This is an optimization exercise on Yosys and OpenROAD, whose aim is small area, not a production implementation. The RTL was checked by simulation tests, not by an equivalence proof against the original design. No activity file was given, so power comes from the tool's default toggle rates.

==> v7: inputs <==
==> flow/design.v <==
module ALU_microprocessor (
  input      [ 5:0]   alu_ctrl  ,
  input      [31:0]   in_1      ,
  input      [31:0]   in_2      ,
  input               alu_clk   ,
  output     [31:0]   alu_rslt  ,
  output     [ 4:0]   alu_checks
);
  wire [31:0] a = in_1, b = in_2;
  wire [3:0] pt, ptn;
  wire xa, xb, l, ln, r, rn, rrot, rol, c_one, csel_c, csel_r31, csel_r0, vsel, lt20;
  alu_dec ud (.op(alu_ctrl), .pt(pt), .ptn(ptn), .xa(xa), .xb(xb), .l(l), .ln(ln), .r(r), .rn(rn),
              .rrot(rrot), .rol(rol), .c_one(c_one), .csel_c(csel_c), .csel_r31(csel_r31),
              .csel_r0(csel_r0), .vsel(vsel), .lt20(lt20));
  wire [31:0] s;
  wire [31:0] pp, gg;    
  wire [31:0] xs;        
  wire [32:0] c;         
  wire [32:0] cr;        
  assign c[0] = c_one | (rol & ~xs[31]) | (r & ~xs[1]);
  genvar i;
  generate for (i = 0; i < 32; i = i + 1) begin : gb
    if (i % 2 == 0) begin : ev
      wire nb = (i < 30) ? xs[i+2] : xs[0];
      wire rr = (i < 30) ? r : rrot;
      alu_bit_e u (.a(a[i]), .b(b[i]), .pt(pt), .xa(xa), .xb(xb), .l(l), .r(rr), .xnb(nb),
                   .c(c[i]), .x1(xs[i]), .s(s[i]), .p(pp[i]), .g(gg[i]));
      alu_cc_e k (.p(pp[i]), .g(gg[i]), .c(c[i]), .cn(cr[i+1]));
    end else begin : od
      wire nb = (i < 30) ? xs[i+2] : 1'b1;
      alu_bit_o u (.a(a[i]), .b(b[i]), .ptn(ptn), .xa(xa), .xb(xb), .ln(ln), .rn(rn), .x1nnb(nb),
                   .cn(c[i]), .x1n(xs[i]), .s(s[i]), .pn(pp[i]), .gn(gg[i]));
      alu_cc_o k (.pn(pp[i]), .gn(gg[i]), .cn(c[i]), .c(cr[i+1]));
    end
  end endgenerate
  wire [22:11] gc10;
  assign gc10[11] = ~gg[10];
  alu_cc_o gk10_11 (.pn(pp[11]), .gn(gg[11]), .cn(gc10[11]), .c(gc10[12]));
  alu_cc_e gk10_12 (.p(pp[12]), .g(gg[12]), .c(gc10[12]), .cn(gc10[13]));
  alu_cc_o gk10_13 (.pn(pp[13]), .gn(gg[13]), .cn(gc10[13]), .c(gc10[14]));
  alu_cc_e gk10_14 (.p(pp[14]), .g(gg[14]), .c(gc10[14]), .cn(gc10[15]));
  alu_cc_o gk10_15 (.pn(pp[15]), .gn(gg[15]), .cn(gc10[15]), .c(gc10[16]));
  alu_cc_e gk10_16 (.p(pp[16]), .g(gg[16]), .c(gc10[16]), .cn(gc10[17]));
  alu_cc_o gk10_17 (.pn(pp[17]), .gn(gg[17]), .cn(gc10[17]), .c(gc10[18]));
  alu_cc_e gk10_18 (.p(pp[18]), .g(gg[18]), .c(gc10[18]), .cn(gc10[19]));
  alu_cc_o gk10_19 (.pn(pp[19]), .gn(gg[19]), .cn(gc10[19]), .c(gc10[20]));
  alu_cc_e gk10_20 (.p(pp[20]), .g(gg[20]), .c(gc10[20]), .cn(gc10[21]));
  alu_cc_o gk10_21 (.pn(pp[21]), .gn(gg[21]), .cn(gc10[21]), .c(gc10[22]));
  wire pb10;
  alu_and12 pa10 (.x({~pp[21], pp[20], ~pp[19], pp[18], ~pp[17], pp[16], ~pp[15], pp[14], ~pp[13], pp[12], ~pp[11], pp[10]}), .y(pb10));
  assign c[1] = cr[1];
  assign c[2] = cr[2];
  assign c[3] = cr[3];
  assign c[4] = cr[4];
  assign c[5] = cr[5];
  assign c[6] = cr[6];
  assign c[7] = cr[7];
  assign c[8] = cr[8];
  assign c[9] = cr[9];
  assign c[10] = cr[10];
  assign c[11] = cr[11];
  assign c[12] = cr[12];
  assign c[13] = cr[13];
  assign c[14] = cr[14];
  assign c[15] = cr[15];
  assign c[16] = cr[16];
  assign c[17] = cr[17];
  assign c[18] = cr[18];
  assign c[19] = cr[19];
  assign c[20] = cr[20];
  assign c[21] = cr[21];
  alu_sk_t sk10 (.p(pb10), .g(gc10[22]), .c(c[10]), .co(c[22]));
  assign c[23] = cr[23];
  assign c[24] = cr[24];
  assign c[25] = cr[25];
  assign c[26] = cr[26];
  assign c[27] = cr[27];
  assign c[28] = cr[28];
  assign c[29] = cr[29];
  assign c[30] = cr[30];
  assign c[31] = cr[31];
  assign c[32] = cr[32];
  wire Cn = (csel_c & c[32]) | (csel_r31 & s[31]) | (csel_r0 & s[0]);
  wire Vn = vsel & ~(c[32] ^ c[31]);
  wire Nn = lt20 & s[31];
  reg [31:0] rq; reg C, V, N;
  always @(posedge alu_clk) begin rq <= s; C <= Cn; V <= Vn; N <= Nn; end
  wire par, zer;
  alu_par32 up (.r(rq), .par(par));
  alu_zero32 uz (.r(rq), .z(zer));
  assign alu_rslt = rq;
  assign alu_checks = {par, V, zer, C, N};
endmodule
module alu_dec (
  input [5:0] op,
  output [3:0] pt, ptn,
  output xa, xb, l, r, rrot, rol, c_one, csel_c, csel_r31, csel_r0, vsel,
  output ln, rn, lt20
);
  alu_dec_pt u0 (.op(op), .pt(pt));
  assign ptn = ~pt;
  alu_dec_lr u1 (.op(op), .l(l), .r(r));
  assign ln = ~l;
  assign rn = ~r;
  alu_dec_x u2 (.op(op), .xa(xa), .xb(xb));
  alu_dec_c u3 (.op(op), .rrot(rrot), .rol(rol), .c_one(c_one), .csel_c(csel_c), .csel_r31(csel_r31),
                .csel_r0(csel_r0), .vsel(vsel), .lt20(lt20));
endmodule
module alu_dec_pt (input [5:0] op, output reg [3:0] pt);
  always @* begin
    case (op)
      6'd0:  pt = 4'b0110;
      6'd1:  pt = 4'b1001;
      6'd2:  pt = 4'b1100;
      6'd3:  pt = 4'b1010;
      6'd4:  pt = 4'b1100;
      6'd5:  pt = 4'b1010;
      6'd6:  pt = 4'b0011;
      6'd7:  pt = 4'b0101;
      6'd8:  pt = 4'b1000;
      6'd9:  pt = 4'b1110;
      6'd10: pt = 4'b0111;
      6'd11: pt = 4'b0001;
      6'd12: pt = 4'b1001;
      6'd13: pt = 4'b0110;
      6'd14: pt = 4'b0011;
      6'd15: pt = 4'b0101;
      default: pt = 4'b0000;
    endcase
  end
endmodule
module alu_dec_lr (input [5:0] op, output l, output r);
  assign l = (op == 6'd0) | (op == 6'd1) | (op == 6'd6) | (op == 6'd7) | (op == 6'd16) |
             (op == 6'd17) | (op == 6'd20) | (op == 6'd21);
  assign r = (op == 6'd18) | (op == 6'd19) | (op == 6'd22) | (op == 6'd23);
endmodule
module alu_dec_x (input [5:0] op, output xa, output xb);
  assign xb = op[0] & (op[4] ? (~op[1] | op[2]) : (op[1] & op[2]));
  assign xa = ~xb;
endmodule
module alu_dec_c (
  input [5:0] op,
  output rrot, rol, c_one, csel_c, csel_r31, csel_r0, vsel, lt20
);
  assign rrot = (op == 6'd22) | (op == 6'd23);
  assign rol = (op == 6'd20) | (op == 6'd21);
  assign c_one = (op == 6'd1) | (op == 6'd4) | (op == 6'd5);
  assign csel_c = (op == 6'd0) | (op == 6'd1) | (op == 6'd4) | (op == 6'd5);
  assign csel_r31 = (op == 6'd6) | (op == 6'd7) | (op == 6'd16) | (op == 6'd17);
  assign csel_r0 = (op == 6'd18) | (op == 6'd19);
  assign vsel = (op == 6'd0) | (op == 6'd1);
  assign lt20 = ~(op[4] & op[2]);
endmodule
module alu_bit_e (
  input a, b,
  input [3:0] pt,
  input xa, xb, l, r, xnb, c,
  output x1, s, p, g
);
  assign p = a ? (b ? pt[3] : pt[2]) : (b ? pt[1] : pt[0]);
  assign x1 = (a & xa) | (b & xb);
  wire x = (x1 & l) | (xnb & r);
  assign g = x & ~p;
  assign s = p ^ c;
endmodule
module alu_bit_o (
  input a, b,
  input [3:0] ptn,
  input xa, xb, ln, rn, x1nnb, cn,
  output x1n, s, pn, gn
);
  assign pn = a ? (b ? ptn[3] : ptn[2]) : (b ? ptn[1] : ptn[0]);
  assign x1n = ~((a & xa) | (b & xb));
  wire x = ~((x1n | ln) & (x1nnb | rn));
  assign gn = ~(x & pn);
  assign s = pn ^ cn;
endmodule
module alu_cc_e (input p, g, c, output cn);
  assign cn = ~(g | (p & c));
endmodule
module alu_cc_o (input pn, gn, cn, output c);
  assign c = ~(gn & (pn | cn));
endmodule
module alu_sk_t (input p, g, c, output co);
  assign co = g | (p & c);
endmodule
module alu_sk_n (input p, gn, cn, output con);
  assign con = gn & (~p | cn);
endmodule
module alu_par32 (input [31:0] r, output par);
  assign par = ^r;
endmodule
module alu_zero32 (input [31:0] r, output z);
  assign z = ~|r;
endmodule
module alu_and12 (input [11:0] x, output y);
  assign y = &x;
endmodule
==> flow/flow/run.sh <==
#!/bin/bash
# The standard layout (standard.sh) with two changes: every port gets a plain
# buf_1 as its buffer, and clock tree synthesis adds no dummy load cells.
set -euo pipefail
export BUFFER_PORTS_ARGS="-buffer_cell sky130_fd_sc_hd__buf_1"
export CTS_ARGS="-sink_clustering_enable -repair_clock_nets -dont_use_dummy_load -buf_list {sky130_fd_sc_hd__clkbuf_2 sky130_fd_sc_hd__clkbuf_4}"
bash standard.sh > standard_flow.log 2>&1
==> flow/standard.sh <==
#!/bin/bash
# synth_recipe.tcl (not shown) runs the flow's synth.tcl, then flattens the netlist and writes it again
# the make line also repeats each setting of config.mk as NAME=value (left out here)
make -C /OpenROAD-flow-scripts/flow DESIGN_CONFIG=/design/flow/config.mk WORK_HOME=/design/flow/orfs CLKGATE_MAP_FILE= SYNTH_SCRIPT=/design/flow/synth_recipe.tcl "${@:-finish}"
==> flow/config.mk <==
export PLATFORM = sky130hd
export DESIGN_NAME = ALU_microprocessor
export DESIGN_NICKNAME = ALU_microprocessor
export VERILOG_FILES = /design/flow/design.v
export SDC_FILE = /design/flow/constraint.sdc
export NUM_CORES = 4
export LEC_CHECK = 0
export CAP_MARGIN = 20
export CORE_MARGIN = 2
export CORE_UTILIZATION = 40
export CTS_BUF_LIST = sky130_fd_sc_hd__clkbuf_2 sky130_fd_sc_hd__clkbuf_4
export GPL_TIMING_DRIVEN = 0
export SLEW_MARGIN = 20
export SYNTH_HIERARCHICAL = 1
==> flow/constraint.sdc <==
create_clock -name core_clock -period 7.0 [get_ports {alu_clk}]
set_input_delay 1.4000 -clock core_clock [delete_from_list [all_inputs] [get_ports {alu_clk}]]
set_output_delay 1.4000 -clock core_clock [all_outputs]
set_load 0.01 [all_outputs]
==> v38: changes against v7 <==
--- a/flow/design.v
+++ b/flow/design.v
@@ -82,12 +82,21 @@
   assign c[32] = cr[32];
-  wire Cn = (csel_c & c[32]) | (csel_r31 & s[31]) | (csel_r0 & s[0]);
-  wire Vn = vsel & ~(c[32] ^ c[31]);
-  wire Nn = lt20 & s[31];
-  reg [31:0] rq; reg C, V, N;
-  always @(posedge alu_clk) begin rq <= s; C <= Cn; V <= Vn; N <= Nn; end
-  wire par, zer;
-  alu_par32 up (.r(rq), .par(par));
-  alu_zero32 uz (.r(rq), .z(zer));
+  wire p31 = ~pp[31], g31 = ~gg[31];
+  wire c_ci0 = (csel_c & g31) | (csel_r31 & p31) | (csel_r0 & s[0]);           
+  wire c_ci1 = (csel_c & (g31 | p31)) | (csel_r31 & ~p31) | (csel_r0 & s[0]);  
+  wire v_ci0 = vsel & g31;
+  wire v_ci1 = vsel & ~(g31 | p31);
+  wire n_ci0 = lt20 & p31;
+  wire n_ci1 = lt20 & ~p31;
+  wire Cn, Vn, Nn;
+  alu_fsel fc (.cn(c[31]), .d0n(~c_ci0), .d1n(~c_ci1), .y(Cn));
+  alu_fsel fv (.cn(c[31]), .d0n(~v_ci0), .d1n(~v_ci1), .y(Vn));
+  alu_fsel fn (.cn(c[31]), .d0n(~n_ci0), .d1n(~n_ci1), .y(Nn));
+  reg [31:0] rq; reg [4:0] chk;
+  always @(posedge alu_clk) begin rq <= s; chk[3] <= Vn; chk[1] <= Cn; chk[0] <= Nn; end
+  alu_par32 up (.r(rq), .par(alu_checks[4]));
+  alu_zero32 uz (.r(rq), .z(alu_checks[2]));
   assign alu_rslt = rq;
-  assign alu_checks = {par, V, zer, C, N};
+  assign alu_checks[3] = chk[3];
+  assign alu_checks[1] = chk[1];
+  assign alu_checks[0] = chk[0];
 endmodule
@@ -108,32 +117,18 @@
 endmodule
-module alu_dec_pt (input [5:0] op, output reg [3:0] pt);
-  always @* begin
-    case (op)
-      6'd0:  pt = 4'b0110;
-      6'd1:  pt = 4'b1001;
-      6'd2:  pt = 4'b1100;
-      6'd3:  pt = 4'b1010;
-      6'd4:  pt = 4'b1100;
-      6'd5:  pt = 4'b1010;
-      6'd6:  pt = 4'b0011;
-      6'd7:  pt = 4'b0101;
-      6'd8:  pt = 4'b1000;
-      6'd9:  pt = 4'b1110;
-      6'd10: pt = 4'b0111;
-      6'd11: pt = 4'b0001;
-      6'd12: pt = 4'b1001;
-      6'd13: pt = 4'b0110;
-      6'd14: pt = 4'b0011;
-      6'd15: pt = 4'b0101;
-      default: pt = 4'b0000;
-    endcase
-  end
+module alu_dec_pt (input [5:0] op, output [3:0] pt);
+  assign pt[3] = (op == 6'd1) | (op == 6'd2) | (op == 6'd3) | (op == 6'd4) | (op == 6'd5) |
+                 (op == 6'd8) | (op == 6'd9) | (op == 6'd12);
+  assign pt[2] = (op == 6'd0) | (op == 6'd2) | (op == 6'd4) | (op == 6'd7) | (op == 6'd9) |
+                 (op == 6'd10) | (op == 6'd13) | (op == 6'd15);
+  assign pt[1] = (op == 6'd0) | (op == 6'd3) | (op == 6'd5) | (op == 6'd6) | (op == 6'd9) |
+                 (op == 6'd10) | (op == 6'd13) | (op == 6'd14);
+  assign pt[0] = (op == 6'd1) | (op == 6'd6) | (op == 6'd7) | (op == 6'd10) | (op == 6'd11) |
+                 (op == 6'd12) | (op == 6'd14) | (op == 6'd15);
 endmodule
 module alu_dec_lr (input [5:0] op, output l, output r);
-  assign l = (op == 6'd0) | (op == 6'd1) | (op == 6'd6) | (op == 6'd7) | (op == 6'd16) |
-             (op == 6'd17) | (op == 6'd20) | (op == 6'd21);
-  assign r = (op == 6'd18) | (op == 6'd19) | (op == 6'd22) | (op == 6'd23);
+  assign l = ~op[5] & ~op[3] & ~(op[4] & op[1]);
+  assign r = ~op[5] & op[4] & ~op[3] & op[1];
 endmodule
 module alu_dec_x (input [5:0] op, output xa, output xb);
-  assign xb = op[0] & (op[4] ? (~op[1] | op[2]) : (op[1] & op[2]));
+  assign xb = (op[0] & op[2]) | (op[0] & op[1] & ~op[4]) | (op[0] & ~op[1] & op[4]);
   assign xa = ~xb;
@@ -144,9 +139,11 @@
 );
-  assign rrot = (op == 6'd22) | (op == 6'd23);
-  assign rol = (op == 6'd20) | (op == 6'd21);
-  assign c_one = (op == 6'd1) | (op == 6'd4) | (op == 6'd5);
-  assign csel_c = (op == 6'd0) | (op == 6'd1) | (op == 6'd4) | (op == 6'd5);
-  assign csel_r31 = (op == 6'd6) | (op == 6'd7) | (op == 6'd16) | (op == 6'd17);
-  assign csel_r0 = (op == 6'd18) | (op == 6'd19);
-  assign vsel = (op == 6'd0) | (op == 6'd1);
+  wire lo3 = ~op[5] & ~op[4] & ~op[3];    
+  wire hi = ~op[5] & op[4] & ~op[3];      
+  assign rrot = hi & op[2] & op[1];
+  assign rol = hi & op[2] & ~op[1];
+  assign c_one = lo3 & ~op[1] & (op[2] | op[0]);
+  assign csel_c = lo3 & ~op[1];
+  assign csel_r31 = (lo3 & op[2] & op[1]) | (hi & ~op[2] & ~op[1]);
+  assign csel_r0 = hi & ~op[2] & op[1];
+  assign vsel = lo3 & ~op[2] & ~op[1];
   assign lt20 = ~(op[4] & op[2]);
@@ -189,2 +186,5 @@
 endmodule
+module alu_fsel (input cn, d0n, d1n, output y);
+  assign y = ~(cn ? d0n : d1n);
+endmodule
 module alu_par32 (input [31:0] r, output par);
- CORE_UTILIZATION: 40 -> 65
- GPL_TIMING_DRIVEN: 0 -> unset
==> v17: changes against v7 <==
--- a/flow/design.v
+++ b/flow/design.v
@@ -82,12 +82,21 @@
   assign c[32] = cr[32];
-  wire Cn = (csel_c & c[32]) | (csel_r31 & s[31]) | (csel_r0 & s[0]);
-  wire Vn = vsel & ~(c[32] ^ c[31]);
-  wire Nn = lt20 & s[31];
-  reg [31:0] rq; reg C, V, N;
-  always @(posedge alu_clk) begin rq <= s; C <= Cn; V <= Vn; N <= Nn; end
-  wire par, zer;
-  alu_par32 up (.r(rq), .par(par));
-  alu_zero32 uz (.r(rq), .z(zer));
+  wire p31 = ~pp[31], g31 = ~gg[31];
+  wire c_ci0 = (csel_c & g31) | (csel_r31 & p31) | (csel_r0 & s[0]);           
+  wire c_ci1 = (csel_c & (g31 | p31)) | (csel_r31 & ~p31) | (csel_r0 & s[0]);  
+  wire v_ci0 = vsel & g31;
+  wire v_ci1 = vsel & ~(g31 | p31);
+  wire n_ci0 = lt20 & p31;
+  wire n_ci1 = lt20 & ~p31;
+  wire Cn, Vn, Nn;
+  alu_fsel fc (.cn(c[31]), .d0n(~c_ci0), .d1n(~c_ci1), .y(Cn));
+  alu_fsel fv (.cn(c[31]), .d0n(~v_ci0), .d1n(~v_ci1), .y(Vn));
+  alu_fsel fn (.cn(c[31]), .d0n(~n_ci0), .d1n(~n_ci1), .y(Nn));
+  reg [31:0] rq; reg [4:0] chk;
+  always @(posedge alu_clk) begin rq <= s; chk[3] <= Vn; chk[1] <= Cn; chk[0] <= Nn; end
+  alu_par32 up (.r(rq), .par(alu_checks[4]));
+  alu_zero32 uz (.r(rq), .z(alu_checks[2]));
   assign alu_rslt = rq;
-  assign alu_checks = {par, V, zer, C, N};
+  assign alu_checks[3] = chk[3];
+  assign alu_checks[1] = chk[1];
+  assign alu_checks[0] = chk[0];
 endmodule
@@ -108,32 +117,18 @@
 endmodule
-module alu_dec_pt (input [5:0] op, output reg [3:0] pt);
-  always @* begin
-    case (op)
-      6'd0:  pt = 4'b0110;
-      6'd1:  pt = 4'b1001;
-      6'd2:  pt = 4'b1100;
-      6'd3:  pt = 4'b1010;
-      6'd4:  pt = 4'b1100;
-      6'd5:  pt = 4'b1010;
-      6'd6:  pt = 4'b0011;
-      6'd7:  pt = 4'b0101;
-      6'd8:  pt = 4'b1000;
-      6'd9:  pt = 4'b1110;
-      6'd10: pt = 4'b0111;
-      6'd11: pt = 4'b0001;
-      6'd12: pt = 4'b1001;
-      6'd13: pt = 4'b0110;
-      6'd14: pt = 4'b0011;
-      6'd15: pt = 4'b0101;
-      default: pt = 4'b0000;
-    endcase
-  end
+module alu_dec_pt (input [5:0] op, output [3:0] pt);
+  assign pt[3] = (op == 6'd1) | (op == 6'd2) | (op == 6'd3) | (op == 6'd4) | (op == 6'd5) |
+                 (op == 6'd8) | (op == 6'd9) | (op == 6'd12);
+  assign pt[2] = (op == 6'd0) | (op == 6'd2) | (op == 6'd4) | (op == 6'd7) | (op == 6'd9) |
+                 (op == 6'd10) | (op == 6'd13) | (op == 6'd15);
+  assign pt[1] = (op == 6'd0) | (op == 6'd3) | (op == 6'd5) | (op == 6'd6) | (op == 6'd9) |
+                 (op == 6'd10) | (op == 6'd13) | (op == 6'd14);
+  assign pt[0] = (op == 6'd1) | (op == 6'd6) | (op == 6'd7) | (op == 6'd10) | (op == 6'd11) |
+                 (op == 6'd12) | (op == 6'd14) | (op == 6'd15);
 endmodule
 module alu_dec_lr (input [5:0] op, output l, output r);
-  assign l = (op == 6'd0) | (op == 6'd1) | (op == 6'd6) | (op == 6'd7) | (op == 6'd16) |
-             (op == 6'd17) | (op == 6'd20) | (op == 6'd21);
-  assign r = (op == 6'd18) | (op == 6'd19) | (op == 6'd22) | (op == 6'd23);
+  assign l = ~op[5] & ~op[3] & ~(op[4] & op[1]);
+  assign r = ~op[5] & op[4] & ~op[3] & op[1];
 endmodule
 module alu_dec_x (input [5:0] op, output xa, output xb);
-  assign xb = op[0] & (op[4] ? (~op[1] | op[2]) : (op[1] & op[2]));
+  assign xb = (op[0] & op[2]) | (op[0] & op[1] & ~op[4]) | (op[0] & ~op[1] & op[4]);
   assign xa = ~xb;
@@ -144,9 +139,11 @@
 );
-  assign rrot = (op == 6'd22) | (op == 6'd23);
-  assign rol = (op == 6'd20) | (op == 6'd21);
-  assign c_one = (op == 6'd1) | (op == 6'd4) | (op == 6'd5);
-  assign csel_c = (op == 6'd0) | (op == 6'd1) | (op == 6'd4) | (op == 6'd5);
-  assign csel_r31 = (op == 6'd6) | (op == 6'd7) | (op == 6'd16) | (op == 6'd17);
-  assign csel_r0 = (op == 6'd18) | (op == 6'd19);
-  assign vsel = (op == 6'd0) | (op == 6'd1);
+  wire lo3 = ~op[5] & ~op[4] & ~op[3];    
+  wire hi = ~op[5] & op[4] & ~op[3];      
+  assign rrot = hi & op[2] & op[1];
+  assign rol = hi & op[2] & ~op[1];
+  assign c_one = lo3 & ~op[1] & (op[2] | op[0]);
+  assign csel_c = lo3 & ~op[1];
+  assign csel_r31 = (lo3 & op[2] & op[1]) | (hi & ~op[2] & ~op[1]);
+  assign csel_r0 = hi & ~op[2] & op[1];
+  assign vsel = lo3 & ~op[2] & ~op[1];
   assign lt20 = ~(op[4] & op[2]);
@@ -189,2 +186,5 @@
 endmodule
+module alu_fsel (input cn, d0n, d1n, output y);
+  assign y = ~(cn ? d0n : d1n);
+endmodule
 module alu_par32 (input [31:0] r, output par);
==> flow/flow/run.sh (replaced) <==
#!/bin/bash
# The standard layout (standard.sh) with three changes: every port gets a plain
# buf_1 as its buffer, clock tree synthesis adds no dummy load cells, and after global
# routing the resizer downsizes gates off the critical paths (RECOVER_POWER).
set -euo pipefail
export BUFFER_PORTS_ARGS="-buffer_cell sky130_fd_sc_hd__buf_1"
export CTS_ARGS="-sink_clustering_enable -repair_clock_nets -dont_use_dummy_load -buf_list {sky130_fd_sc_hd__clkbuf_2 sky130_fd_sc_hd__clkbuf_4}"
export RECOVER_POWER=100
bash standard.sh > standard_flow.log 2>&1
- CORE_UTILIZATION: 40 -> 65
- GPL_TIMING_DRIVEN: 0 -> unset
==> notes <==
Utilization: v38 is higher than v17 (0.30 points).
The highest worst setup slack belongs to v7, the lowest to v17.
The highest sequential share of layout area belongs to v17, the lowest to v7.
The lowest hold slack belongs to v7, the highest to v38.
Between v17 and v7, the lower synthesized cell count is in v17 (gap 3.9%, measured against v7).
In v38 the combinational power is lower than in v7, by about 4%.
In via count, v17 and v38 hardly differ.
Critical path depth is the same in v38 and v17.

afterwards: timing with drivers on the ports:
The results above use ideal ports. As a check the final layouts listed here were re-extracted and re-timed, cells and wires unchanged. Step 1 assumes that a clkbuf_16 drives the clock port and a buf_2 every other input. Step 2 adds t to the input delays and takes it off the output delays; t is the mean of the earliest and latest rising clock arrival at the registers after step 1. Input paths then give back, and output paths get back, about the clock's delay inside the block. a / b / c = ideal / step 1 / step 2; a / b = the first two.
| run | shift t [ns] | setup WS [ns] | hold slack, ns |
|---|---|---|---|
| v7 | 0.343 | 0.438 / 0.439 / 0.096 | 1.526 / 1.525 / 1.867 |
| v38 | 0.338 | 0.386 / 0.385 / 0.047 | 1.546 / 1.554 / 1.816 |
| v17 | 0.338 | 0.379 / 0.376 / 0.038 | 1.543 / 1.553 / 1.816 |
After both steps setup and hold are still met in every run listed. The setup slack of v7, which loses most, moves by +0.001 ns with the drivers and by -0.342 ns with both steps.
